Background: an optimization exercise with open tools, aiming at small area, a short achievable clock period and few clock cycles per item. Do not read the settings as production practice.
Where RTL was checked, it was by simulation tests only, not by an equivalence proof against the original.
The RTL of run 1 was laid out without a check of its function.
Power is estimated from default activity; no workload was simulated.

==> flow/design.v, too long to show whole: its modules and the start of the top module <==
// module PolyMult: 1398 lines
// module PolyMult_x2: 3 lines
// module PolyMult_fa: 3 lines
// module PolyMult_ha: 3 lines
module PolyMult(clk, rst, start, A3, A2, A1, A0, B3, B2, B1, B0, finish, C3, C2, C1, C0);
  // ...
==> flow/flow/run.sh <==
#!/bin/bash
# The standard layout (the standard.sh) with these ORFS variables changed:
#   port buffers: sky130_fd_sc_hd__buf_4, then resized after global placement by their load
#   
# The whole make output goes to standard_flow.log; ORFS keeps each step's log under orfs/logs/.
set -euo pipefail
bash standard.sh BUFFER_PORTS_ARGS='-buffer_cell sky130_fd_sc_hd__buf_4' POST_GLOBAL_PLACE_TCL=$(pwd)/flow/post_gpl.tcl  finish > standard_flow.log 2>&1
==> flow/flow/post_gpl.tcl <==
# After global placement: the output ports drive only a 10 fF load and have
# ample slack, so their port buffers are made the smallest buffer.
foreach inst [get_cells output*] {
  if {[get_property $inst ref_name] eq "sky130_fd_sc_hd__buf_4"} {
    replace_cell $inst sky130_fd_sc_hd__buf_1
  }
}
foreach inst [get_cells input*] {
  if {[get_property $inst ref_name] ne "sky130_fd_sc_hd__buf_4"} continue
  set port [get_full_name [get_nets -of_objects [get_pins [get_full_name $inst]/A]]]
  if {![regexp {^[AB][0-3]\[([0-7])\]$} $port -> bit]} continue
  if {$bit <= 2} {
    replace_cell $inst sky130_fd_sc_hd__buf_8
  } elseif {$bit <= 4} {
    replace_cell $inst sky130_fd_sc_hd__buf_6
  } elseif {$bit >= 6} {
    replace_cell $inst sky130_fd_sc_hd__buf_2
  }
}
==> flow/standard.sh <==
#!/bin/bash
# synth_recipe.tcl (not shown) runs the flow's synth.tcl, then flattens the netlist and writes it again
# the make line also repeats each setting of config.mk as NAME=value (left out here)
make -C /OpenROAD-flow-scripts/flow DESIGN_CONFIG=/design/flow/config.mk WORK_HOME=/design/flow/orfs CLKGATE_MAP_FILE= SYNTH_SCRIPT=/design/flow/synth_recipe.tcl "${@:-finish}"
==> flow/config.mk <==
export PLATFORM = sky130hd
export DESIGN_NAME = PolyMult
export DESIGN_NICKNAME = PolyMult
export VERILOG_FILES = /design/flow/design.v
export SDC_FILE = /design/flow/constraint.sdc
export NUM_CORES = 4
export LEC_CHECK = 0
export CAP_MARGIN = 20
export CORE_MARGIN = 2
export CORE_UTILIZATION = 65
export SLEW_MARGIN = 20
export SYNTH_HIERARCHICAL = 1
export SYNTH_MINIMUM_KEEP_SIZE = 0
==> flow/constraint.sdc <==
create_clock -name core_clock -period 6.0 [get_ports {clk}]
set_input_delay 1.2000 -clock core_clock [delete_from_list [all_inputs] [get_ports {clk}]]
set_output_delay 1.2000 -clock core_clock [all_outputs]
set_load 0.01 [all_outputs]
==> notes.md, run 1 <==
* Post-DP HPWL at 27200 um
* Met2 usage at 65.5%
* Signal inverters at 67
* Cell count after synthesis at 1459
* Sequential share of cell area at 4.68%
* Tightest Pin Transition at 0.330 ns
* P_leak at 6.03 nW
* Post-synth EDFFs at 0
* Crit Path Category: in -> reg
* Minimum clock period at 5.04 ns
* Routed wl met3 at 5360 um
* Die height at 147 um
* Starting DRT DRC Count at 1096
* Global routing usage on met1 at 52.8%
* Status: no timing/DRC/antenna violations
* Crit path capture: C3[7]$_DFF_P_
* Clk buf depth at 2
* I/O Pins at 100
* Worst-path clk slew at 0.05 ns
* Commonest cells in the synthesized netlist: nand2_1 (433), fa_1 (296), xor2_1 (276)
* Overflow after GRT at 0
* Distinct cells, synth at 30
* CTS tree: yes
* Synth top area share at 44.8%
* Maxcap violations at 0
* Area of the multi-input gates at 11900 sq um
* XOR/XNOR Fraction of Synth Area at 18.3%
* CP cell instances: buf_8 > buf_4 > nand2_1 > fa_1 > fa_1 > fa_1 > fa_1 > ha_1 > ha_1 > fa_1 > xor2_1 > nand3_1 > o21ai_0 > xor2_1 > inv_1
* Hold Vio Cnt, Final at 0
* Port Buffers at 99
* Root Driver: clkbuf_16
==> run 2, diff against run 1 <==
--- a/flow/design.v
+++ b/flow/design.v
@@ -398,37 +398,37 @@
 PolyMult_x2 u_x0_371 (.a(x0_370), .b(c0_316), .y(x0_371));
 PolyMult_x2 u_x0_372 (.a(c0_314), .b(x0_371), .y(x0_372));
 PolyMult_x2 u_p0p_373 (.a(s0_147), .b(s0_145), .y(p0p_373));
 assign p0g_374 = s0_147 & s0_145;
 assign p0c_375 = p0g_374;
 PolyMult_x2 u_p0p_376 (.a(s0_153), .b(s0_155), .y(p0p_376));
 assign p0g_377 = s0_153 & s0_155;
 PolyMult_x2 u_p0s_378 (.a(p0p_376), .b(p0c_375), .y(p0s_378));
-assign p0c_379 = p0g_377 | (p0p_376 & p0c_375);
+PolyMult_ao u_p0c_379 (.g(p0g_377), .p(p0p_376), .c(p0c_375), .y(p0c_379));
 PolyMult_x2 u_p0p_380 (.a(s0_171), .b(s0_169), .y(p0p_380));
 assign p0g_381 = s0_171 & s0_169;
 PolyMult_x2 u_p0s_382 (.a(p0p_380), .b(p0c_379), .y(p0s_382));
-assign p0c_383 = p0g_381 | (p0p_380 & p0c_379);
+PolyMult_ao u_p0c_383 (.g(p0g_381), .p(p0p_380), .c(p0c_379), .y(p0c_383));
 PolyMult_x2 u_p0p_384 (.a(s0_195), .b(s0_193), .y(p0p_384));
 assign p0g_385 = s0_195 & s0_193;
 PolyMult_x2 u_p0s_386 (.a(p0p_384), .b(p0c_383), .y(p0s_386));
-assign p0c_387 = p0g_385 | (p0p_384 & p0c_383);
+PolyMult_ao u_p0c_387 (.g(p0g_385), .p(p0p_384), .c(p0c_383), .y(p0c_387));
 PolyMult_x2 u_p0p_388 (.a(s0_225), .b(s0_227), .y(p0p_388));
 assign p0g_389 = s0_225 & s0_227;
 PolyMult_x2 u_p0s_390 (.a(p0p_388), .b(p0c_387), .y(p0s_390));
-assign p0c_391 = p0g_389 | (p0p_388 & p0c_387);
+PolyMult_ao u_p0c_391 (.g(p0g_389), .p(p0p_388), .c(p0c_387), .y(p0c_391));
 PolyMult_x2 u_p0p_392 (.a(s0_267), .b(s0_265), .y(p0p_392));
 assign p0g_393 = s0_267 & s0_265;
 PolyMult_x2 u_p0s_394 (.a(p0p_392), .b(p0c_391), .y(p0s_394));
-assign p0c_395 = p0g_393 | (p0p_392 & p0c_391);
+PolyMult_ao u_p0c_395 (.g(p0g_393), .p(p0p_392), .c(p0c_391), .y(p0c_395));
 PolyMult_x2 u_p0p_396 (.a(s0_315), .b(s0_313), .y(p0p_396));
 assign p0g_397 = s0_315 & s0_313;
 PolyMult_x2 u_p0s_398 (.a(p0p_396), .b(p0c_395), .y(p0s_398));
-assign p0c_399 = p0g_397 | (p0p_396 & p0c_395);
+PolyMult_ao u_p0c_399 (.g(p0g_397), .p(p0p_396), .c(p0c_395), .y(p0c_399));
 PolyMult_x2 u_p0s_400 (.a(x0_372), .b(p0c_399), .y(p0s_400));
 assign c0 = ({p0s_400, p0s_398, p0s_394, p0s_390, p0s_386, p0s_382, p0s_378, p0p_373});
 assign p1_401 = A0[0] & B1[0];
 assign p1_402 = A0[0] & B1[1];
 assign p1_403 = A0[0] & B1[2];
 assign p1_404 = A0[0] & B1[3];
 assign p1_405 = A0[0] & B1[4];
 assign p1_406 = A0[0] & B1[5];
@@ -718,37 +718,37 @@
 PolyMult_x2 u_x1_769 (.a(x1_768), .b(c1_714), .y(x1_769));
 PolyMult_x2 u_x1_770 (.a(c1_712), .b(x1_769), .y(x1_770));
 PolyMult_x2 u_p1p_771 (.a(p1_509), .b(s1_545), .y(p1p_771));
 assign p1g_772 = p1_509 & s1_545;
 assign p1c_773 = p1g_772;
 PolyMult_x2 u_p1p_774 (.a(s1_551), .b(s1_553), .y(p1p_774));
 assign p1g_775 = s1_551 & s1_553;
 PolyMult_x2 u_p1s_776 (.a(p1p_774), .b(p1c_773), .y(p1s_776));
-assign p1c_777 = p1g_775 | (p1p_774 & p1c_773);
+PolyMult_ao u_p1c_777 (.g(p1g_775), .p(p1p_774), .c(p1c_773), .y(p1c_777));
 PolyMult_x2 u_p1p_778 (.a(s1_569), .b(s1_567), .y(p1p_778));
 assign p1g_779 = s1_569 & s1_567;
 PolyMult_x2 u_p1s_780 (.a(p1p_778), .b(p1c_777), .y(p1s_780));
-assign p1c_781 = p1g_779 | (p1p_778 & p1c_777);
+PolyMult_ao u_p1c_781 (.g(p1g_779), .p(p1p_778), .c(p1c_777), .y(p1c_781));
 PolyMult_x2 u_p1p_782 (.a(s1_593), .b(s1_591), .y(p1p_782));
 assign p1g_783 = s1_593 & s1_591;
 PolyMult_x2 u_p1s_784 (.a(p1p_782), .b(p1c_781), .y(p1s_784));
-assign p1c_785 = p1g_783 | (p1p_782 & p1c_781);
+PolyMult_ao u_p1c_785 (.g(p1g_783), .p(p1p_782), .c(p1c_781), .y(p1c_785));
 PolyMult_x2 u_p1p_786 (.a(s1_623), .b(s1_625), .y(p1p_786));
 assign p1g_787 = s1_623 & s1_625;
 PolyMult_x2 u_p1s_788 (.a(p1p_786), .b(p1c_785), .y(p1s_788));
-assign p1c_789 = p1g_787 | (p1p_786 & p1c_785);
+PolyMult_ao u_p1c_789 (.g(p1g_787), .p(p1p_786), .c(p1c_785), .y(p1c_789));
 PolyMult_x2 u_p1p_790 (.a(s1_665), .b(s1_663), .y(p1p_790));
 assign p1g_791 = s1_665 & s1_663;
 PolyMult_x2 u_p1s_792 (.a(p1p_790), .b(p1c_789), .y(p1s_792));
-assign p1c_793 = p1g_791 | (p1p_790 & p1c_789);
+PolyMult_ao u_p1c_793 (.g(p1g_791), .p(p1p_790), .c(p1c_789), .y(p1c_793));
 PolyMult_x2 u_p1p_794 (.a(s1_713), .b(s1_711), .y(p1p_794));
 assign p1g_795 = s1_713 & s1_711;
 PolyMult_x2 u_p1s_796 (.a(p1p_794), .b(p1c_793), .y(p1s_796));
-assign p1c_797 = p1g_795 | (p1p_794 & p1c_793);
+PolyMult_ao u_p1c_797 (.g(p1g_795), .p(p1p_794), .c(p1c_793), .y(p1c_797));
 PolyMult_x2 u_p1s_798 (.a(x1_770), .b(p1c_797), .y(p1s_798));
 assign c1 = ({p1s_798, p1s_796, p1s_792, p1s_788, p1s_784, p1s_780, p1s_776, p1p_771});
 assign p2_799 = ~A0[0] | ~B2[0];
 assign p2_800 = ~A0[0] | ~B2[1];
 assign p2_801 = ~A0[0] | ~B2[2];
 assign p2_802 = ~A0[0] | ~B2[3];
 assign p2_803 = ~A0[0] | ~B2[4];
 assign p2_804 = ~A0[0] | ~B2[5];
@@ -1036,40 +1036,40 @@
 PolyMult_x2 u_x2_1166 (.a(x2_1165), .b(c2_1108), .y(x2_1166));
 PolyMult_x2 u_x2_1167 (.a(x2_1166), .b(c2_1112), .y(x2_1167));
 PolyMult_x2 u_x2_1168 (.a(c2_1110), .b(x2_1167), .y(x2_1168));
 PolyMult_x2 u_p2p_1169 (.a(p2_907), .b(s2_943), .y(p2p_1169));
 assign p2g_1170 = p2_907 & s2_943;
 assign p2c_1171 = p2g_1170;
 PolyMult_x2 u_p2p_1172 (.a(s2_951), .b(s2_949), .y(p2p_1172));
 assign p2g_1173 = s2_951 & s2_949;
-PolyMult_x2 u_p2s_1174 (.a(p2p_1172), .b(p2c_1171), .y(p2s_1174));
-assign p2c_1175 = p2g_1173 | (p2p_1172 & p2c_1171);
+PolyMult_xn2 u_p2s_1174 (.a(p2p_1172), .b(p2c_1171), .y(p2s_1174));
+PolyMult_ao u_p2c_1175 (.g(p2g_1173), .p(p2p_1172), .c(p2c_1171), .y(p2c_1175));
 PolyMult_x2 u_p2p_1176 (.a(s2_967), .b(s2_965), .y(p2p_1176));
 assign p2g_1177 = s2_967 & s2_965;
-PolyMult_x2 u_p2s_1178 (.a(p2p_1176), .b(p2c_1175), .y(p2s_1178));
-assign p2c_1179 = p2g_1177 | (p2p_1176 & p2c_1175);
+PolyMult_xn2 u_p2s_1178 (.a(p2p_1176), .b(p2c_1175), .y(p2s_1178));
+PolyMult_ao u_p2c_1179 (.g(p2g_1177), .p(p2p_1176), .c(p2c_1175), .y(p2c_1179));
 PolyMult_x2 u_p2p_1180 (.a(s2_991), .b(s2_989), .y(p2p_1180));
 assign p2g_1181 = s2_991 & s2_989;
-PolyMult_x2 u_p2s_1182 (.a(p2p_1180), .b(p2c_1179), .y(p2s_1182));
-assign p2c_1183 = p2g_1181 | (p2p_1180 & p2c_1179);
+PolyMult_xn2 u_p2s_1182 (.a(p2p_1180), .b(p2c_1179), .y(p2s_1182));
+PolyMult_ao u_p2c_1183 (.g(p2g_1181), .p(p2p_1180), .c(p2c_1179), .y(p2c_1183));
 PolyMult_x2 u_p2p_1184 (.a(s2_1021), .b(s2_1023), .y(p2p_1184));
 assign p2g_1185 = s2_1021 & s2_1023;
-PolyMult_x2 u_p2s_1186 (.a(p2p_1184), .b(p2c_1183), .y(p2s_1186));
-assign p2c_1187 = p2g_1185 | (p2p_1184 & p2c_1183);
+PolyMult_xn2 u_p2s_1186 (.a(p2p_1184), .b(p2c_1183), .y(p2s_1186));
+PolyMult_ao u_p2c_1187 (.g(p2g_1185), .p(p2p_1184), .c(p2c_1183), .y(p2c_1187));
 PolyMult_x2 u_p2p_1188 (.a(s2_1063), .b(s2_1061), .y(p2p_1188));
 assign p2g_1189 = s2_1063 & s2_1061;
-PolyMult_x2 u_p2s_1190 (.a(p2p_1188), .b(p2c_1187), .y(p2s_1190));
-assign p2c_1191 = p2g_1189 | (p2p_1188 & p2c_1187);
+PolyMult_xn2 u_p2s_1190 (.a(p2p_1188), .b(p2c_1187), .y(p2s_1190));
+PolyMult_ao u_p2c_1191 (.g(p2g_1189), .p(p2p_1188), .c(p2c_1187), .y(p2c_1191));
 PolyMult_x2 u_p2p_1192 (.a(s2_1111), .b(s2_1109), .y(p2p_1192));
 assign p2g_1193 = s2_1111 & s2_1109;
-PolyMult_x2 u_p2s_1194 (.a(p2p_1192), .b(p2c_1191), .y(p2s_1194));
-assign p2c_1195 = p2g_1193 | (p2p_1192 & p2c_1191);
-PolyMult_x2 u_p2s_1196 (.a(x2_1168), .b(p2c_1195), .y(p2s_1196));
-assign c2 = ~({p2s_1196, p2s_1194, p2s_1190, p2s_1186, p2s_1182, p2s_1178, p2s_1174, p2p_1169});
+PolyMult_xn2 u_p2s_1194 (.a(p2p_1192), .b(p2c_1191), .y(p2s_1194));
+PolyMult_ao u_p2c_1195 (.g(p2g_1193), .p(p2p_1192), .c(p2c_1191), .y(p2c_1195));
+PolyMult_xn2 u_p2s_1196 (.a(x2_1168), .b(p2c_1195), .y(p2s_1196));
+assign c2 = ({p2s_1196, p2s_1194, p2s_1190, p2s_1186, p2s_1182, p2s_1178, p2s_1174, ~p2p_1169});
 assign p3_1197 = ~A0[0] | ~B3[0];
 assign p3_1198 = ~A0[0] | ~B3[1];
 assign p3_1199 = ~A0[0] | ~B3[2];
 assign p3_1200 = ~A0[0] | ~B3[3];
 assign p3_1201 = ~A0[0] | ~B3[4];
 assign p3_1202 = ~A0[0] | ~B3[5];
 assign p3_1203 = ~A0[0] | ~B3[6];
 assign p3_1204 = ~A0[0] | ~B3[7];
@@ -1358,50 +1358,56 @@
 PolyMult_x2 u_x3_1568 (.a(x3_1567), .b(c3_1510), .y(x3_1568));
 PolyMult_x2 u_x3_1569 (.a(x3_1568), .b(c3_1514), .y(x3_1569));
 PolyMult_x2 u_x3_1570 (.a(c3_1512), .b(x3_1569), .y(x3_1570));
 PolyMult_x2 u_p3p_1571 (.a(s3_1343), .b(s3_1341), .y(p3p_1571));
 assign p3g_1572 = s3_1343 & s3_1341;
 assign p3c_1573 = p3g_1572;
 PolyMult_x2 u_p3p_1574 (.a(s3_1353), .b(s3_1351), .y(p3p_1574));
 assign p3g_1575 = s3_1353 & s3_1351;
-PolyMult_x2 u_p3s_1576 (.a(p3p_1574), .b(p3c_1573), .y(p3s_1576));
-assign p3c_1577 = p3g_1575 | (p3p_1574 & p3c_1573);
+PolyMult_xn2 u_p3s_1576 (.a(p3p_1574), .b(p3c_1573), .y(p3s_1576));
+PolyMult_ao u_p3c_1577 (.g(p3g_1575), .p(p3p_1574), .c(p3c_1573), .y(p3c_1577));
 PolyMult_x2 u_p3p_1578 (.a(s3_1369), .b(s3_1367), .y(p3p_1578));
 assign p3g_1579 = s3_1369 & s3_1367;
-PolyMult_x2 u_p3s_1580 (.a(p3p_1578), .b(p3c_1577), .y(p3s_1580));
-assign p3c_1581 = p3g_1579 | (p3p_1578 & p3c_1577);
+PolyMult_xn2 u_p3s_1580 (.a(p3p_1578), .b(p3c_1577), .y(p3s_1580));
+PolyMult_ao u_p3c_1581 (.g(p3g_1579), .p(p3p_1578), .c(p3c_1577), .y(p3c_1581));
 PolyMult_x2 u_p3p_1582 (.a(s3_1393), .b(s3_1391), .y(p3p_1582));
 assign p3g_1583 = s3_1393 & s3_1391;
-PolyMult_x2 u_p3s_1584 (.a(p3p_1582), .b(p3c_1581), .y(p3s_1584));
-assign p3c_1585 = p3g_1583 | (p3p_1582 & p3c_1581);
+PolyMult_xn2 u_p3s_1584 (.a(p3p_1582), .b(p3c_1581), .y(p3s_1584));
+PolyMult_ao u_p3c_1585 (.g(p3g_1583), .p(p3p_1582), .c(p3c_1581), .y(p3c_1585));
 PolyMult_x2 u_p3p_1586 (.a(s3_1423), .b(s3_1425), .y(p3p_1586));
 assign p3g_1587 = s3_1423 & s3_1425;
-PolyMult_x2 u_p3s_1588 (.a(p3p_1586), .b(p3c_1585), .y(p3s_1588));
-assign p3c_1589 = p3g_1587 | (p3p_1586 & p3c_1585);
+PolyMult_xn2 u_p3s_1588 (.a(p3p_1586), .b(p3c_1585), .y(p3s_1588));
+PolyMult_ao u_p3c_1589 (.g(p3g_1587), .p(p3p_1586), .c(p3c_1585), .y(p3c_1589));
 PolyMult_x2 u_p3p_1590 (.a(s3_1465), .b(s3_1463), .y(p3p_1590));
 assign p3g_1591 = s3_1465 & s3_1463;
-PolyMult_x2 u_p3s_1592 (.a(p3p_1590), .b(p3c_1589), .y(p3s_1592));
-assign p3c_1593 = p3g_1591 | (p3p_1590 & p3c_1589);
+PolyMult_xn2 u_p3s_1592 (.a(p3p_1590), .b(p3c_1589), .y(p3s_1592));
+PolyMult_ao u_p3c_1593 (.g(p3g_1591), .p(p3p_1590), .c(p3c_1589), .y(p3c_1593));
 PolyMult_x2 u_p3p_1594 (.a(s3_1513), .b(s3_1511), .y(p3p_1594));
 assign p3g_1595 = s3_1513 & s3_1511;
-PolyMult_x2 u_p3s_1596 (.a(p3p_1594), .b(p3c_1593), .y(p3s_1596));
-assign p3c_1597 = p3g_1595 | (p3p_1594 & p3c_1593);
-PolyMult_x2 u_p3s_1598 (.a(x3_1570), .b(p3c_1597), .y(p3s_1598));
-assign c3 = ~({p3s_1598, p3s_1596, p3s_1592, p3s_1588, p3s_1584, p3s_1580, p3s_1576, p3p_1571});
+PolyMult_xn2 u_p3s_1596 (.a(p3p_1594), .b(p3c_1593), .y(p3s_1596));
+PolyMult_ao u_p3c_1597 (.g(p3g_1595), .p(p3p_1594), .c(p3c_1593), .y(p3c_1597));
+PolyMult_xn2 u_p3s_1598 (.a(x3_1570), .b(p3c_1597), .y(p3s_1598));
+assign c3 = ({p3s_1598, p3s_1596, p3s_1592, p3s_1588, p3s_1584, p3s_1580, p3s_1576, ~p3p_1571});
 always @(posedge clk or posedge rst)
 	if (rst) finish <= 1'b0;
 	else     finish <= start;
 always @(posedge clk) begin
 	C0 <= c0;
 	C1 <= c1;
 	C2 <= c2;
 	C3 <= c3;
 end
 endmodule
+module PolyMult_xn2(input a, input b, output y);
+assign y = ~(a ^ b);
+endmodule
+module PolyMult_ao(input g, input p, input c, output y);
+assign y = g | (p & c);
+endmodule
 module PolyMult_x2(input a, input b, output y);
 assign y = a ^ b;
 endmodule
 module PolyMult_fa(input a, input b, input c, output s, output co);
 assign {co, s} = a + b + c;
 endmodule
 module PolyMult_ha(input a, input b, output s, output co);
 assign {co, s} = a + b;
==> flow/flow/post_gpl.tcl (replaced) <==
# After global placement: the output ports drive only a 10 fF load and have
# ample slack, so their port buffers are made the smallest buffer.
foreach inst [get_cells output*] {
  if {[get_property $inst ref_name] eq "sky130_fd_sc_hd__buf_4"} {
    replace_cell $inst sky130_fd_sc_hd__buf_1
  }
}
foreach inst [get_cells input*] {
  if {[get_property $inst ref_name] ne "sky130_fd_sc_hd__buf_4"} continue
  set port [get_full_name [get_nets -of_objects [get_pins [get_full_name $inst]/A]]]
  if {![regexp {^[AB][0-3]\[([0-7])\]$} $port -> bit]} continue
  if {$bit <= 3} {
    replace_cell $inst sky130_fd_sc_hd__buf_6
  } elseif {$bit >= 6} {
    replace_cell $inst sky130_fd_sc_hd__buf_2
  }
}
==> run 2 against run 1 <==
Net effect:
- die area fell by 0.24%
- hold slack got worse by 0.0023 ns
- global-route usage fell by 2.1 points
- flip-flop and latch count did not move
- still clean on timing, DRC and antenna
- sequential share of layout area rose by 0.12 points
- first-iteration DRC count fell by 3.1%
- wire length fell by 5.3%
- total power fell by 8.9%
- core utilization fell by 1.8 points
- sequential power barely moved
- final area fell by 2.5%
==> notes.md, run 2 <==
* Area leader, netlist: fa_1
* CTS Buf Count at 5
* Post-layout net count at 1845
* DRT antenna net count at 0
* GRT Util Overall at 38.3%
* Post-Syn Area at 13200 sq um
* Hold_ws at 0.739 ns
* P_leak at 5.89 nW (-2.4%)
* Fin. max-slew vios at 0
* Final core occ at 69.0%
* Final Cell Area at 13900 sq um
* Rows at 52
* Most frequent cells in the layout: nand2_1 (416), fa_1 (296), xor2_1 (262)
* Worst hold path type: in -> async
* Critical Path AT at 4.94 ns
* Antenna violations before repair at 1
* Root Driver: clkbuf_16
* Routed vias at 10400
* Synth top area share at 44.9% (+0.11 points)
* RSZ-0062 raised after global routing: no
* Worst vdd ir at 977 uV
* Vias in the first global route at 11000
* Total Die Area at 21500 sq um
* TritonRoute pass-1 iters at 6
* Commonest cells in the synthesized netlist: nand2_1 (416), fa_1 (296), xor2_1 (262)
* Post-DP HPWL at 25600 um (-5.9%)
* Post-synth ARST share at 3.03%
* DRC at 0
* Pin count of the biggest net entering global routing at 35
* Most common cell after layout, fill and taps aside: nand2_1
* Initial Utilization at 65.6%
* CTS H-tree depth at 2
* Die height at 146 um (-0.12%)
* Max Fclk at 211 MHz
* Overflow after GRT at 0 (unchanged)
* Crit path capture type: flop
* Routed WL at 39300 um
* Dpl cells at 1698
* Crit Path Category: in -> reg
* Setup TNS at 0 ns
* I/O Pins at 100 (unchanged)
* Synth top area cells: fa_1 (45%), xor2_1 (17%), nand2_1 (12%)
* Wire length of the first global-routing pass at 61400 um
* Placement Setup Slack at 0.937 ns
* Area Growth Syn to Fin at 5.12%
* Port Buffers at 99 (unchanged)
* Post-route insts no fill at 1706
* CTS Sinks at 33
* Seq/Total Area, Yosys at 5.04%
* Die X at 146 um
* Status: no timing/DRC/antenna violations
* Most used DFF post-synth: dfxtp_1
* Pwr/cell area at 468 nW/um^2
* Post-synth EDFFs at 0 (unchanged)
* Setup violations, final at 0
* Most frequent cell after synthesis: nand2_1
* Cell count after synthesis at 1425 (-2.3%)
* Minimum clock period at 4.73 ns (-0.311 ns)
* Clk buf depth at 2 (unchanged)
* Distinct cells, synth at 17 (-43%)
* Area after DPL at 13700 sq um
* Tcrit/Tclk final at 78.8%
* Syn Area/Cell at 9.26 sq um
* Warnings, synthesis at 7
* Syn Nets at 1835
* CP Launch Point: B2[0]
* Post-CTS Resized at 0
* Via/cell ratio at 6.07
* WL per Instance at 23.1 um
* Cts hold-fix bufs at 0
* Total design power at 6.50 mW
* Maxcap violations at 0 (unchanged)
* Post-CTS setup buffer count at 0
* Hold Vio Cnt, Final at 0 (unchanged)
* Layout cells sized above 1 at 4.94%
* Starting DRT DRC Count at 1062 (-3.1%)
* Core area at 20100 sq um
* ANT cells at 0
* Setup ws final at 1.27 ns
* CTS tree: yes
* Critical path peak fanout at 33
* Tightest Pin Transition at 0.369 ns (+0.0394 ns)
* Worst-path clk slew at 0.05 ns (about the same)
* Post-synthesis register bit count at 33
* Startpoint Class: input pin
* Slew margin rel. at 75.4%
* Worst EP required at 6.21 ns
run 2: cell types whose count changed in the layout (fill, tap and decap cells not counted), sizes merged, moves of 7 or more:
cell / change
a21o: +22
inv: -18
xnor2: +14
a22o: -7
and2: +24
nand2: -17
o21ai: -8
xor2: -14
run 2: path summary, 6_finish.rpt:
path | endpoint | slack (ns) | cells past startpoint
min in group core_clock | finish$_DFF_PP0_ | 1.01 | 1
hold / removal | finish$_DFF_PP0_ | 0.74 | 2
setup / recovery | C2[7]$_DFF_P_ | 1.27 | 12
max in group asynchronous | finish$_DFF_PP0_ | 5.17 | 2
run 2: area by class of cell:
type | instances | area (sq um)
inverter | 49 | 184
tap | 270 | 338
sequential | 33 | 666
multi-input combinational | 1247 | 11900
timing repair buffer | 99 | 699
fill | 1671 | 6230
clock buffer | 8 | 136
run 2: cells by family (layout without fill, tap and decap cells):
kind of cell    count (synthesis)  after routing  synth area share [%]
fa+ha+maj                     343            343                  49.4
xor+xnor                      276            276                  18.3
simple gates                  603            603                  20.7
buf+inv                       145            156                  5.17
compound gates                 25             25                  1.42
flops                          33             33                  5.04
run 2: per-module statistics from Yosys, one instance, submodules excluded:
module	times used	area [sq um]	cells	flops+latches
PolyMult_ha	24	12.5	1	0
PolyMult_ao	24	7.51	1	0
PolyMult_xn2	14	8.76	1	0
PolyMult_x2	262	8.76	1	0
PolyMult_fa	296	20.0	1	0
PolyMult	1	4370	805	33
run 2: critical path, cell delays in order:
cell and delay, ns:
buf_6 0.30, nand2_1 0.13, fa_1 0.47, fa_1 0.57, fa_1 0.41, ha_1 0.21
fa_1 0.36, ha_1 0.23, fa_1 0.46, xor2_1 0.20, a21o_1 0.19, xnor2_1 0.18
run 2: power breakdown:
part           internal (mW)  leakage [nW]  total, mW  switching [mW]
sequential             0.451         0.282      0.476          0.0248
combinational           2.75          5.54       5.76            3.01
clock                  0.155        0.0652      0.260           0.106
run 2: per-layer routing:
metal	vias to the layer above	routed length (um)	GRT usage (%)
met5	-	0	0
met4	0	2060	16.8
met2	824	17700	60.3
met3	193	5300	11.5
met1	5112	14200	49.6
li1	4230	-	-
Testbench counts of run 2, summed over its fixed seeds: cycles 804, items 800.
==> run 3, diff against run 2 <==
--- a/flow/flow/post_gpl.tcl
+++ b/flow/flow/post_gpl.tcl
@@ -11,3 +11,5 @@
   if {![regexp {^[AB][0-3]\[([0-7])\]$} $port -> bit]} continue
-  if {$bit <= 3} {
+  if {$bit <= 2} {
+    replace_cell $inst sky130_fd_sc_hd__buf_8
+  } elseif {$bit <= 4} {
     replace_cell $inst sky130_fd_sc_hd__buf_6
--- a/flow/config.mk
+++ b/flow/config.mk
@@ -10,2 +10,3 @@
 export CORE_UTILIZATION = 65
+export SETUP_SLACK_MARGIN = 1.5
 export SLEW_MARGIN = 20
==> run 3 against run 2 <==
Net effect:
- still clean on timing, DRC and antenna
- hold slack worse by 0.0074 ns
- wire length rose by 21%
- flip-flop and latch count unchanged
- non-clock buffer count grew 41
- cell count increased by 2.4%
- critical path depth fell by 1
- largest power group unchanged
- highest routed layer unchanged
==> notes.md, run 3 <==
* Status: no timing/DRC/antenna violations
* Final Cell Area at 15500 sq um (+12%)
* Final core occ at 77.3% (+8.3 points)
* Routed WL at 47500 um (+21%)
* Placement Setup Slack at 1.09 ns (+0.154 ns)
* Worst EP required at 6.19 ns (-0.02 ns)
* Total Die Area at 21500 sq um (unchanged)
* DRT antenna net count at 0 (unchanged)
* Area of the multi-input gates at 12200 sq um (+2.8%)
* Starting DRT DRC Count at 1633 (+54%)
* Switching power at 3.47 mW (+10%)
* Area leader, netlist: fa_1
* Distinct cells, synth at 17 (unchanged)
* Post-synth EDFFs at 0 (unchanged)
* Rows at 52 (unchanged)
* Synth top area share at 44.9% (unchanged)
* Most frequent cell after synthesis: nand2_1
* Area Growth Syn to Fin at 17.8%
* ANT cells at 0 (unchanged)
* Post-route insts no fill at 1747 (+2.4%)
* Hold Vio Cnt, Final at 0 (unchanged)
* Fin. max-slew vios at 0 (unchanged)
* Setup ws final at 1.46 ns (+0.191 ns)
* WL per Instance at 27.2 um (+18%)
* Crit Path Category: in -> reg
* Dpl cells at 1698 (unchanged)
* Tcrit/Tclk final at 75.6% (-3.2 points)
* P_leak at 6.55 nW (+11%)
* Worst vdd ir at 1090 uV (+11%)
* CTS tree: yes
* Setup violations, final at 0 (unchanged)
* Multiplexer share of the synthesized area at 0% (unchanged)
* Most used DFF post-synth: dfxtp_1
* Syn Nets at 1835 (unchanged)
* Simple logic cell fraction of the synthesized area at 20.7% (unchanged)
* Combinational share of power at 89.7% (+1.0 points)
* Maxcap violations at 0 (unchanged)
* Tightest Pin Transition at 0.395 ns (+0.0254 ns)
* Pin count of the biggest net entering global routing at 35 (unchanged)
* Fill cells at 1381 (-17%)
* Synth Area in Adders at 49.4% (unchanged)
* Post-synthesis compound-gate area fraction at 1.42% (unchanged)
* Initial Utilization at 65.6% (unchanged)
* Clock network power share at 3.8% (-0.2 points)
* Cts hold-fix bufs at 0 (unchanged)
* Post-synthesis register bit count at 33 (unchanged)
* Die height at 146 um (unchanged)
* Synth top area cells: fa_1 (45%), xor2_1 (17%), nand2_1 (12%)
* Worst hold path type: in -> async
* Port Buffers at 99 (unchanged)
* Seq/Total Area, Yosys at 5.04% (unchanged)
* Internal at 3.88 mW (+16%)
* Pwr/cell area at 473 nW/um^2 (+1.1%)
* Most frequent cells in the layout: nand2_1 (415), xor2_1 (253), fa_1 (241)
* Minimum clock period at 4.54 ns (-0.191 ns)
* Root Driver: clkbuf_16
* GRT Util Overall at 42.0% (+3.7 points)
* Clk buf depth at 2 (unchanged)
* Slew margin rel. at 73.5% (-1.9 points)
* Warnings, synthesis at 7 (unchanged)
* CTS Buf Count at 5 (unchanged)
* Post-Syn Area at 13200 sq um (unchanged)
* Max Fclk at 220 MHz (+4.2%)
* Core area at 20100 sq um (unchanged)
* XOR/XNOR Fraction of Synth Area at 18.3% (unchanged)
* Die X at 146 um (unchanged)
* Crit path capture type: flop
* Startpoint Class: input pin
* Cell count after synthesis at 1425 (unchanged)
* Wire length of the first global-routing pass at 66600 um (+8.4%)
* Routed vias at 11200 (+7.9%)
* RSZ-0062 raised after global routing: yes
* TritonRoute pass-1 iters at 8 (+2)
* Register area at 666 sq um (unchanged)
* CTS Sinks at 33 (unchanged)
* Most common cell after layout, fill and taps aside: nand2_1
* Vias in the first global route at 11700 (+6.8%)
* Combinational family with the most area after synthesis: adder cells
* DRC at 0 (unchanged)
* Area after DPL at 14000 sq um (+2.0%)
* Commonest cells in the synthesized netlist: nand2_1 (416), fa_1 (296), xor2_1 (262)
* Setup TNS at 0 ns (unchanged)
* Critical Path AT at 4.73 ns (-0.21 ns)
* I/O Pins at 100 (unchanged)
* Post-layout net count at 1886 (+2.2%)
* Antenna violations before repair at 0 (-1)
* Syn Area/Cell at 9.26 sq um (unchanged)
* Share of power burned in registers at 6.5% (-0.8 points)
* Overflow after GRT at 0 (unchanged)
* Critical path peak fanout at 12 (-64%)
* Via/cell ratio at 6.40 (+5.4%)
* Worst-path clk slew at 0.07 ns (+0.02 ns)
* Layout cells sized above 1 at 14.3% (+9.3 points)
* Post-synth ARST share at 3.03% (unchanged)
* Post-DP HPWL at 26100 um (+2.0%)
* Switching share of power at 47.2% (-1.2 points)
* CTS H-tree depth at 2 (unchanged)
run 3: changes by cell type in the layout (fill, tap and decap cells not counted), sizes merged:
| cell | previous run | this run |
|---|---|---|
| bufbuf | 0 | 7 |
| buf | 99 | 122 |
| clkbuf | 8 | 17 |
| clkinv | 0 | 2 |
run 3: critical path: stages:
cell and delay, ns:
buf_8 0.18, nand2_1 0.12, fa_1 0.52, fa_1 0.57, fa_1 0.43, fa_1 0.51
fa_1 0.47, xor2_2 0.22, a21o_1 0.21, a21o_1 0.16, xor2_1 0.13
run 3: per-layer routing:
metal,part of all wire [%],wire length [um],GRT usage [%],vias up
met5,0,0,0,-
met1,33,15900,53.6,5459
met4,6.6,3120,19.6,0
li1,-,-,-,4322
met3,16,7830,13.3,275
met2,44,20700,66.0,1124
run 3: path summary, 6_finish.rpt:
path                        from               end  depth (start not counted)
hold / removal               rst  finish$_DFF_PP0_                          2
min in group core_clock    start  finish$_DFF_PP0_                          1
setup / recovery           A3[5]     C0[7]$_DFF_P_                         11
max in group asynchronous    rst  finish$_DFF_PP0_                          2
run 3: per-module statistics from Yosys, one instance, submodules excluded:
module        flip-flops and latches  cell area, sq um  copies in the design
PolyMult_xn2                       0              8.76                    14
PolyMult_fa                        0              20.0                   296
PolyMult_ao                        0              7.51                    24
PolyMult                          33              4370                     1
PolyMult_ha                        0              12.5                    24
PolyMult_x2                        0              8.76                   262
run 3: area by class of cell:
cell class / count / area share (%)
Clock inverter: 2 / 0.0644
Inverter: 49 / 1.18
Sequential cell: 33 / 4.28
Tap cell: 270 / 2.17
Clock buffer: 6 / 0.829
Multi-Input combinational cell: 1247 / 78.4
Timing Repair Buffer: 140 / 13.1
run 3: power by group through the flow:
| stage | combinational [mW] | sequential (mW) | clock [mW] |
|---|---|---|---|
| 4_1_cts | 6.23 | 0.475 | 0.282 |
| 3_3_place_gp | 5.81 | 0.482 | 0 |
| 5_1_grt | 7.34 | 0.484 | 0.288 |
| 3_5_place_dp | 5.92 | 0.480 | 0 |
| 6_report | 6.60 | 0.475 | 0.279 |
| 2_1_floorplan | 4.80 | 0.539 | 0 |
run 3: timing repair:
item / in CTS / in global routing
gates resized for setup: 62 / 68
pin swaps: 15 / 53
endpoints found under the setup margin: 4 / 7
cloned: 7 / 10
setup buffers: 11 / 13
run 3: cell families (layout without fill, tap and decap cells):
group           count (synthesis)  in the layout
simple gates                  603            603
fa+ha+maj                     343            343
xor+xnor                      276            276
buf+inv                       145            197
flops                          33             33
compound gates                 25             25
run 3: through the flow:
| step | total power, mW | hold slack, ns |
|---|---|---|
| after global placement | 6.29 | 1.04 |
| after CTS | 6.99 | 0.734 |
| after detailed placement | 6.40 | 1.06 |
| final | 7.35 | 0.731 |
| after floorplan | 5.34 | 0.929 |
| after global routing | 8.11 | 0.733 |
==> run 4, diff against run 3 <==
--- a/flow/config.mk
+++ b/flow/config.mk
@@ -10,3 +10,2 @@
 export CORE_UTILIZATION = 65
-export SETUP_SLACK_MARGIN = 1.5
 export SLEW_MARGIN = 20
==> run 4 against run 3 <==
Net effect:
- core utilization fell by 7.7 points
- still clean on timing, DRC and antenna
- flip-flop and latch count is the same
- critical path type unchanged
- highest routed layer unchanged
- synthesized area unchanged
- largest power group unchanged
==> notes.md, run 4 <==
* Setup violations, final at 0 (unchanged)
* Routed vias at 10300 (-7.7%)
* Hold_ws at 0.738 ns (+0.00663 ns)
* Final Cell Area at 14000 sq um (-10%)
* Wire length of the first global-routing pass at 62000 um (-6.8%)
* Starting DRT DRC Count at 1023 (-37%)
* Pwr/cell area at 466 nW/um^2 (-1.5%)
* Via/cell ratio at 6.05 (-5.5%)
* Status: no timing/DRC/antenna violations
* Top cell by count, worst path: fa_1
* Core area at 20100 sq um (unchanged)
* Distinct cells, synth at 17 (unchanged)
* Dpl cells at 1698 (unchanged)
* Synth top area cells: fa_1 (45%), xor2_1 (17%), nand2_1 (12%)
* I/O Pins at 100 (unchanged)
* Vias in the first global route at 11100 (-5.6%)
* RSZ-0062 raised after global routing: no
* Setup ws final at 1.31 ns (-0.150 ns)
* Overflow after GRT at 0 (unchanged)
* Synth top area share at 44.9% (unchanged)
* Total design power at 6.52 mW (-11%)
* Warnings, synthesis at 7 (unchanged)
* CP max stage cell: fa_1
* Die height at 146 um (unchanged)
* Cts hold-fix bufs at 0 (unchanged)
* Most frequent cell after synthesis: nand2_1
* Crit Path Category: in -> reg
* P_leak at 5.93 nW (-9.5%)
* ANT cells at 0 (unchanged)
* Minimum clock period at 4.69 ns (+0.150 ns)
* Syn Nets at 1835 (unchanged)
* CTS Buf Count at 5 (unchanged)
* Seq/Total Area, Yosys at 5.04% (unchanged)
* Final core occ at 69.6% (-7.7 points)
* DRC at 0 (unchanged)
* TritonRoute pass-1 iters at 6 (-2)
* Fin. max-slew vios at 0 (unchanged)
* Startpoint Class: input pin
* Max Fclk at 213 MHz (-3.2%)
* Setup TNS at 0 ns (unchanged)
* Antenna violations before repair at 0 (unchanged)
* Hold Vio Cnt, Final at 0 (unchanged)
* Worst EP required at 6.21 ns (+0.02 ns)
* Maxcap violations at 0 (unchanged)
* Area after DPL at 13900 sq um (-1.1%)
* Area leader, netlist: fa_1
* Syn Area/Cell at 9.26 sq um (unchanged)
* Commonest cells in the synthesized netlist: nand2_1 (416), fa_1 (296), xor2_1 (262)
* Post-route insts no fill at 1706 (-2.3%)
* Port Buffers at 99 (unchanged)
* Crit path capture type: flop
* GRT Util Overall at 38.5% (-3.6 points)
* Tightest Pin Transition at 0.360 ns (-0.0349 ns)
* Pin count of the biggest net entering global routing at 35 (unchanged)
* Post-CTS setup buffer count at 0 (-11)
* Clk buf depth at 2 (unchanged)
* Post-layout net count at 1845 (-2.2%)
* Most used DFF post-synth: dfxtp_1
* Routed WL at 39600 um (-17%)
* Initial Utilization at 65.6% (unchanged)
* Die X at 146 um (unchanged)
* Post-DP HPWL at 25700 um (-1.5%)
* Post-synthesis register bit count at 33 (unchanged)
* CTS tree: yes
* Post-Syn Area at 13200 sq um (unchanged)
* Layout cells sized above 1 at 4.94% (-9.3 points)
* Post-synth EDFFs at 0 (unchanged)
* Tcrit/Tclk final at 78.1% (+2.5 points)
* Worst vdd ir at 1010 uV (-7.2%)
* CTS Sinks at 33 (unchanged)
* DRT antenna net count at 0 (unchanged)
* Worst-path clk slew at 0.05 ns (-0.02 ns)
* CP cell instances: buf_8 > nand2_1 > fa_1 > fa_1 > fa_1 > ha_1 > fa_1 > ha_1 > fa_1 > xor2_1 > a21o_1 > xnor2_1
* Area Growth Syn to Fin at 6.03%
* Root Driver: clkbuf_16
* Post-CTS Resized at 0 (-100%)
* Most common cell after layout, fill and taps aside: nand2_1
* Slew margin rel. at 75.9% (+2.5 points)
* Critical path peak fanout at 33 (+21)
* Critical Path AT at 4.90 ns (+0.17 ns)
* Rows at 52 (unchanged)
* CTS H-tree depth at 2 (unchanged)
* Total Die Area at 21500 sq um (unchanged)
* Placement Setup Slack at 1.00 ns (-0.0904 ns)
* Cell count after synthesis at 1425 (unchanged)
* Post-synth ARST share at 3.03% (unchanged)
* Fill cells at 1650 (+19%)
* WL per Instance at 23.2 um (-15%)
* Most frequent cells in the layout: nand2_1 (416), fa_1 (296), xor2_1 (262)
* Worst hold path type: in -> async
* CP peak stage delay at 0.58 ns (about the same)
## run 4: cell counts after synthesis
Identical to the previous run, type by type.
## run 4: power by group
part / internal, mW / switching (mW)
clock: 0.155 / 0.106
combinational: 2.76 / 3.03
sequential: 0.451 / 0.0251
## run 4: path summary, 6_finish.rpt
kind | startpoint | to | slack (ns) | cells after the start
min in group core_clock | start | finish$_DFF_PP0_ | 1.01 | 1
min | rst | finish$_DFF_PP0_ | 0.74 | 2
max in group asynchronous | rst | finish$_DFF_PP0_ | 5.17 | 2
max | B2[0] | C2[7]$_DFF_P_ | 1.31 | 12
## run 4: metal layers
metal	track usage [%]	share of wire, %	vias up
li1	-	-	4228
met1	49.7	36	5130
met2	62.3	47	828
met3	10.3	13	133
met4	15.2	4.1	0
met5	0	0	-
## run 4: per-module statistics from Yosys (local to each module, per instance)
| module | cells | flops+latches | times used | cell area [sq um] |
|---|---|---|---|---|
| PolyMult | 805 | 33 | 1 | 4370 |
| PolyMult_fa | 1 | 0 | 296 | 20.0 |
| PolyMult_ha | 1 | 0 | 24 | 12.5 |
| PolyMult_x2 | 1 | 0 | 262 | 8.76 |
| PolyMult_xn2 | 1 | 0 | 14 | 8.76 |
| PolyMult_ao | 1 | 0 | 24 | 7.51 |
## run 4: final cells by class
type / count / area, sq um / area share, %
well taps: 270 / 338 / 2.41
clock buffers: 8 / 136 / 0.975
inverters: 49 / 184 / 1.31
flip-flops and latches: 33 / 666 / 4.76
multi-input cells: 1247 / 11900 / 84.7
repair buffers: 99 / 820 / 5.86
## run 4: cell families (layout without fill, tap and decap cells)
logic type	count (synthesis)	count (layout)	share of synthesized area (%)
xor gates and xnor gates	276	276	18.3
DFF	33	33	5.04
adders and majority gates	343	343	49.4
AOI/OAI and AO/OA	25	25	1.42
buffers and inverters	145	156	5.17
and+or+nand+nor	603	603	20.7
## run 4: critical path: cells and delay by family
kind	cells	cell delay [ns]
xor+xnor	2	0.36
buf+inv	1	0.25
simple gates	1	0.13
fa+ha+maj	7	2.79
compound gates	1	0.17
==> run 5, diff against run 4 <==
--- a/flow/config.mk
+++ b/flow/config.mk
@@ -9,3 +9,4 @@
 export CORE_MARGIN = 2
-export CORE_UTILIZATION = 65
+export CORE_UTILIZATION = 72
+export PLACE_DENSITY = 0.7
 export SLEW_MARGIN = 20
==> run 5 against run 4 <==
Net effect:
- combinational power up 1%
- die area decreased by 9.5%
- global-route usage rose by 3.5 points
- count of clock-buffer cells in the layout decreased by 1
- flip-flop and latch count did not move
- core utilization rose by 8.1 points
- critical endpoint is now C0[7]$_DFF_P_
==> notes.md, run 5 <==
* Status: no timing/DRC/antenna violations
* Fill cells at 1295 (-22%)
* Die height at 139 um (-4.8%)
* Buf/Inv on CP at 1 (unchanged)
* Syn Nets at 1835 (unchanged)
* Slew margin rel. at 77.0% (+1.1 points)
* Switching power at 3.22 mW (+2.0%)
* Maxcap violations at 0 (unchanged)
* Clock network power share at 4.4% (+0.4 points)
* Routed wl met3 at 5640 um (+6.3%)
* Most used DFF post-synth: dfxtp_1
* Total Die Area at 19400 sq um (-9.5%)
* Port Buffers at 99 (unchanged)
* Synth top area share at 44.9% (unchanged)
* Post-synthesis register bit count at 33 (unchanged)
* Synth top area cells: fa_1 (45%), xor2_1 (17%), nand2_1 (12%)
* Area leader, netlist: fa_1
* Worst-path clk slew at 0.06 ns (about the same)
* Critical Path AT at 4.89 ns (about the same)
* Tcrit/Tclk final at 78.3% (+0.18 points)
* Setup TNS at 0 ns (unchanged)
* CTS tree: yes
* Syn Area/Cell at 9.26 sq um (unchanged)
* GRT Util Overall at 41.9% (+3.5 points)
* CTS Sinks at 33 (unchanged)
* DR top layer: met4
* I/O Pins at 100 (unchanged)
* Overflow after GRT at 0 (unchanged)
* Combinational share of power at 88.4% (-0.3 points)
* Combinational family with the most area after synthesis: adder cells
* Rows at 49 (-5.8%)
* Routed vias at 10600 (+2.6%)
* Switching share of power at 48.6% (+0.18 points)
* Post-Route M1 WL at 13400 um (-5.1%)
* Area after DPL at 13800 sq um (-0.37%)
* Worst vdd ir at 1060 uV (+5.1%)
* Setup violations, final at 0 (unchanged)
* ANT cells at 0 (unchanged)
* Commonest cells in the synthesized netlist: nand2_1 (416), fa_1 (296), xor2_1 (262)
* CP peak stage delay at 0.60 ns (+0.02 ns)
* Post-Syn Area at 13200 sq um (unchanged)
* CTS Buf Count at 5 (unchanged)
* Vias in the first global route at 11700 (+5.4%)
* XOR/XNOR Fraction of Synth Area at 18.3% (unchanged)
* Startpoint Class: input pin
* Seq/Total Area, Yosys at 5.04% (unchanged)
* Pwr/cell area at 475 nW/um^2 (+1.8%)
* Root Driver: clkbuf_16
* TritonRoute pass-1 iters at 8 (+2)
* Final Cell Area at 14000 sq um (-0.21%)
* Max Fclk at 213 MHz (-0.23%)
* Initial Utilization at 73.5% (+7.8 points)
* Register area at 666 sq um (unchanged)
* Minimum clock period at 4.70 ns (+0.0107 ns)
* Fin. max-slew vios at 0 (unchanged)
* Most common cell after layout, fill and taps aside: nand2_1
* Wire length of the first global-routing pass at 61900 um (-0.24%)
* RSZ-0062 raised after global routing: no
* Synth Area in Adders at 49.4% (unchanged)
* Worst EP required at 6.19 ns (-0.02 ns)
* Total design power at 6.63 mW (+1.6%)
* Top cell by count, worst path: fa_1
* Crit Path Category: in -> reg
* Warnings, synthesis at 7 (unchanged)
* Internal at 3.40 mW (+1.3%)
* Post-layout net count at 1845 (unchanged)
* DRC at 0 (unchanged)
* Hold Vio Cnt, Final at 0 (unchanged)
* Routed WL at 39200 um (-1.1%)
* Post-synthesis compound-gate area fraction at 1.42% (unchanged)
* Post-synth ARST share at 3.03% (unchanged)
* Core area at 18000 sq um (-11%)
* Antenna violations before repair at 0 (unchanged)
* Area Growth Syn to Fin at 5.80%
* Critical path peak fanout at 28 (-15%)
* Most frequent cell after synthesis: nand2_1
* Post-CTS Resized at 0 (unchanged)
* Pin count of the biggest net entering global routing at 35 (unchanged)
* Delay-heaviest family, CP: adder cells
* CTS H-tree depth at 2 (unchanged)
* Starting DRT DRC Count at 1233 (+21%)
* Cell count after synthesis at 1425 (unchanged)
* Multiplexer share of the synthesized area at 0% (unchanged)
* Most frequent cells in the layout: nand2_1 (416), fa_1 (296), xor2_1 (262)
* WL per Instance at 23.5 um (+1.3%)
* DR WL met2 at 17900 um (-3.8%)
* CP cell instances: buf_8 > nand2_1 > fa_1 > fa_1 > fa_1 > ha_1 > fa_1 > ha_1 > fa_1 > xor2_1 > a21o_1 > xor2_1
* Worst hold path type: in -> async
* Post-CTS setup buffer count at 0 (unchanged)
* Post-DP HPWL at 25700 um (about the same)
* Clk buf depth at 2 (unchanged)
* Distinct cells, synth at 17 (unchanged)
* DRT antenna net count at 0 (unchanged)
* CP max stage cell: fa_1
* P_leak at 5.94 nW (+0.25%)
* Die X at 139 um (-4.8%)
* Via/cell ratio at 6.36 (+5.2%)
* Simple logic cell fraction of the synthesized area at 20.7% (unchanged)
* Area of the multi-input gates at 11900 sq um (unchanged)
* Post-synth EDFFs at 0 (unchanged)
* Share of power burned in registers at 7.2% (about the same)
* Tightest Pin Transition at 0.342 ns (-0.0177 ns)
* Cts hold-fix bufs at 0 (unchanged)
* Crit path capture type: flop
* Layout cells sized above 1 at 5.15% (+0.21 points)
## run 5: cell families (layout without fill, tap and decap cells)
logic type                 after synthesis  count (layout)
and+or+nand+nor                        603             603
buffers and inverters                  145             156
adders and majority gates              343             343
AOI/OAI and AO/OA                       25              25
xor gates and xnor gates               276             276
DFF                                     33              33
## run 5: power groups by stage
stage	clock network [mW]	registers (mW)	logic, mW
2_1_floorplan	0	0.539	4.67
3_3_place_gp	0	0.483	5.63
3_5_place_dp	0	0.482	5.85
4_1_cts	0.294	0.478	5.88
5_1_grt	0.300	0.486	6.60
6_report	0.291	0.476	5.86
## run 5: layer usage
metal | vias up | track usage, %
li1 | 4231 | -
met3 | 224 | 11.8
met5 | - | 0
met4 | 0 | 22.3
met2 | 954 | 65.6
met1 | 5183 | 53.6
## run 5: per-module statistics from Yosys, one instance, submodules excluded
module	flip-flops and latches	cell area (sq um)	times used
PolyMult	33	4370	1
PolyMult_ao	0	7.51	24
PolyMult_fa	0	20.0	296
PolyMult_ha	0	12.5	24
PolyMult_x2	0	8.76	262
PolyMult_xn2	0	8.76	14
## run 5: per-stage QoR
| stage | util [%] | instances | setup WS (ns) | hold slack (ns) |
|---|---|---|---|---|
| final | 77.7 | 1665 | 1.30 | 0.738 |
| after global routing | 77.7 | 1665 | 1.18 | 0.742 |
| after CTS | 77.7 | 1665 | 1.32 | 0.735 |
| after detailed placement | 76.9 | 1657 | 1.00 | 1.05 |
| after global placement | 76.4 | 1657 | 0.942 | 1.04 |
| after floorplan | - | 1425 | 1.13 | 0.929 |
## run 5: layout make-up
cell class | count | share of cell area, %
multi-input cells | 1247 | 84.9
repair buffers | 99 | 5.87
inverters | 49 | 1.32
well taps | 229 | 2.05
clock buffers | 7 | 1.09
flip-flops and latches | 33 | 4.77
clock inverters | 1 | 0.0358
## run 5: final timing paths
check                      slack, ns          endpoint  start  cells after the start
max in group asynchronous       5.17  finish$_DFF_PP0_    rst                      2
min in group core_clock         1.01  finish$_DFF_PP0_  start                      1
worst max-delay path            1.30     C0[7]$_DFF_P_  B1[1]                     12
worst min-delay path            0.74  finish$_DFF_PP0_    rst                      2

port drivers added, routing unchanged:
How much do the figures lean on ideal ports? The routed layouts below were timed once more, with nothing changed but the port constraints.
Step 1, drivers: a clkbuf_16 drives clk and a buf_2 each remaining input, both assumed.
Step 2 also shifts input and output timing later by t, the mid clock arrival at the registers, as if the neighbouring blocks saw the same clock.
Slacks: no drivers / after step 1 / after step 2; pairs: no drivers / after step 1.
run | shift t [ns] | setup WS [ns] | worst data-port slew with drivers (ns) | pins driven straight from the clock port
run 1 | 0.340 | 0.960 / 0.955 / 0.616 | 0.07 | 1
run 2 | 0.337 | 1.271 / 1.278 / 0.941 | 0.06 | 1
run 3 | 0.344 | 1.462 / 1.294 / 0.950 | 0.25 | 1
run 4 | 0.337 | 1.312 / 1.302 / 0.965 | 0.07 | 1
run 5 | 0.341 | 1.302 / 1.297 / 0.957 | 0.06 | 1
After both steps every run listed still meets setup and hold. The setup slack of run 3, which loses most, moves by -0.168 ns with the drivers and by -0.512 ns with both steps.
